This design comes from an exercise in tuning for small area, a short achievable clock period and few clock cycles per item on the open sky130 flow, not from production work. Function was checked by simulation only, so behaviour that the tests miss may differ from the original.

## oak
Design coll_det, start of the top module:
module coll_det(x1, y1, x2, y2, vx1, vy1, vx2, vy2, r2, trial, clock, reset, in_rdy, out_rdy);
export LEC_CHECK = 0
export ABC_AREA = 1
export CAP_MARGIN = 20
export CORE_MARGIN = 2
export CORE_UTILIZATION = 60
export SLEW_MARGIN = 20
create_clock -name core_clock -period 45.0 [get_ports {clock}]
run.sh (not shown) runs the stock make flow with config.mk's settings and CLKGATE_MAP_FILE= SYNTH_SCRIPT=/design/flow/synth_recipe.tcl, a recipe that flattens the netlist after the stock synthesis.
Testbench counts of oak, summed over its fixed seeds: cycles 960, items 960.
[inputs] pine vs oak
# oak
export LEC_CHECK = 0
export ABC_AREA = 1
export CAP_MARGIN = 20
export CORE_MARGIN = 2
export CORE_UTILIZATION = 60
export SLEW_MARGIN = 20
create_clock -name core_clock -period 45.0 [get_ports {clock}]
# pine
export LEC_CHECK = 0
export ABC_AREA = 1
export CAP_MARGIN = 20
export CORE_MARGIN = 2
export CORE_UTILIZATION = 40
export SLEW_MARGIN = 20
create_clock -name core_clock -period 45.0 [get_ports {clock}]
==> flow/flow/run.sh (new file) <==
#!/bin/bash
# Standard layout, except that synthesis skips the quick ABC pass inside
# Yosys's "synth -run fine:" (-noabc), so that extract_fa sees the full-adder
# logic as written and maps it to sky130 full adders without inverters
# between them. Everything else is the standard flow (standard.sh).
set -euo pipefail
cd "$(dirname "$0")/.."
sed 's/yosys synth -nofsm -noshare {\*}\$args/yosys synth -nofsm -noshare -noabc {*}$args/' \
  synth_recipe.tcl > flow_synth.tcl
grep -q -- '-noabc' flow_synth.tcl
sed 's#synth_recipe\.tcl#flow_synth.tcl#g' standard.sh > flow_standard.sh
grep -q 'flow_synth.tcl' flow_standard.sh
bash flow_standard.sh SETUP_SLACK_MARGIN=30 finish > flow_make.log 2>&1
==> flow/standard.sh (new file) <==
#!/bin/bash
# synth_recipe.tcl (not shown) runs the flow's synth.tcl, then flattens the netlist and writes it again
# the make line also repeats each setting of config.mk as NAME=value (left out here)
make -C /OpenROAD-flow-scripts/flow DESIGN_CONFIG=/design/flow/config.mk WORK_HOME=/design/flow/orfs CLKGATE_MAP_FILE= SYNTH_SCRIPT=/design/flow/synth_recipe.tcl "${@:-finish}"
removed: flow/run.sh
## What came out
Density: pine sparser than oak
pine reports its startpoint of the most critical setup path as vy1[0] while oak reports vx2[2].
pine against oak: post-place instance area shows a reduction of 4500 µm², worst slack at placement now sits higher.
Cmp pine vs oak: number of instances resized during post-cts repair higher in pine
Compared with oak, pine shows setup slack after layout higher by 3380 ps.
Across both runs, met1 demand-to-capacity share in global routing was lower for pine than for oak.
For non-clock buffer count, dividing the value from oak by the value from pine gives 0.76.
Detailed-route wire length per cell: pine higher than oak
[inputs] birch vs pine
-- flow/flow/run.sh --
<<< pine, line 11
sed 's#synth_recipe\.tcl#flow_synth.tcl#g' standard.sh > flow_standard.sh
grep -q 'flow_synth.tcl' flow_standard.sh
bash flow_standard.sh SETUP_SLACK_MARGIN=30 finish > flow_make.log 2>&1
>>> birch, line 11
sed 's#synth_recipe\.tcl#flow_synth.tcl#g' standard.sh > flow_standard.sh
grep -q 'flow_synth.tcl' flow_standard.sh
bash flow_standard.sh SETUP_SLACK_MARGIN=20 finish > flow_make.log 2>&1
==> comparison <==
- pine has higher global router's overall resource usage than birch.
- Of birch and pine, birch shows the lower wire length of the first global-routing pass, with pine above it.
- Compared with pine, in birch half-perimeter wire length after placement shows no meaningful change; number of fill cells in the layout saw an increase.
### birch -> maple
-- flow/flow/run.sh --
<<< birch, line 11
sed 's#synth_recipe\.tcl#flow_synth.tcl#g' standard.sh > flow_standard.sh
grep -q 'flow_synth.tcl' flow_standard.sh
bash flow_standard.sh SETUP_SLACK_MARGIN=20 finish > flow_make.log 2>&1
>>> maple, line 11
sed 's#synth_recipe\.tcl#flow_synth.tcl#g' standard.sh > flow_standard.sh
grep -q 'flow_synth.tcl' flow_standard.sh
bash flow_standard.sh > flow_make.log 2>&1
==> run notes <==
Comparing final setup slack of the worst path for birch and maple, the bigger number came from birch. Compared with birch, maple shows a slew of the pin with the lowest slew margin that is 17 ps higher. ~same met1 global-route usage in birch and maple. Global-route wire length before repair: birch vs maple, no meaningful difference. Met2 track demand over resource in global routing delta (maple -> birch): insignificant. | maximum frequency from static timing analysis | maple vs birch | worse |. Sequential share of layout area: birch vs maple — no meaningful difference. Between birch and maple, the total routing usage reported by global routing figures differ only marginally. Note that the number of buffers outside the clock class in the layout recorded for maple amounts to 0.870 times the value seen in birch.

-- port drivers added, routing unchanged --
No port has a modelled driver above. Below, the same layouts with a new extraction and two added sets of constraints. Step 1 (the two cells are an assumption about what drives the block):
set clk [get_ports {clock}]
set_driving_cell -lib_cell sky130_fd_sc_hd__clkbuf_16 $clk
set_driving_cell -lib_cell sky130_fd_sc_hd__buf_2 [delete_from_list [all_inputs] $clk]
Step 2 adds t to the input delays and takes it off the output delays; t is the mean of the earliest and latest rising clock arrival at the registers after step 1. Input paths then give back, and output paths get back, about the clock's delay inside the block. a / b / c = ideal ports / drivers / drivers and shift; a / b = the first two.
| run | t, ns | setup slack, ns | hold WS [ns] | worst setup path at the end | worst slew at a driven data input, ns |
|---|---|---|---|---|---|
| oak | 0.272 | 17.769 / 17.789 / 17.517 | 9.308 / 9.290 / 9.562 | input to register | 0.10 |
| pine | 0.253 | 21.152 / 21.157 / 20.904 | 9.304 / 9.301 / 9.554 | input to register | 0.14 |
| birch | 0.252 | 20.384 / 20.382 / 20.130 | 9.320 / 9.313 / 9.565 | input to register | 0.12 |
| maple | 0.253 | 18.637 / 18.643 / 18.390 | 9.319 / 9.313 / 9.566 | input to register | 0.12 |
After both steps setup and hold are still met in every run listed. The setup slack of birch, which loses most, moves by -0.002 ns with the drivers and by -0.254 ns with both steps.
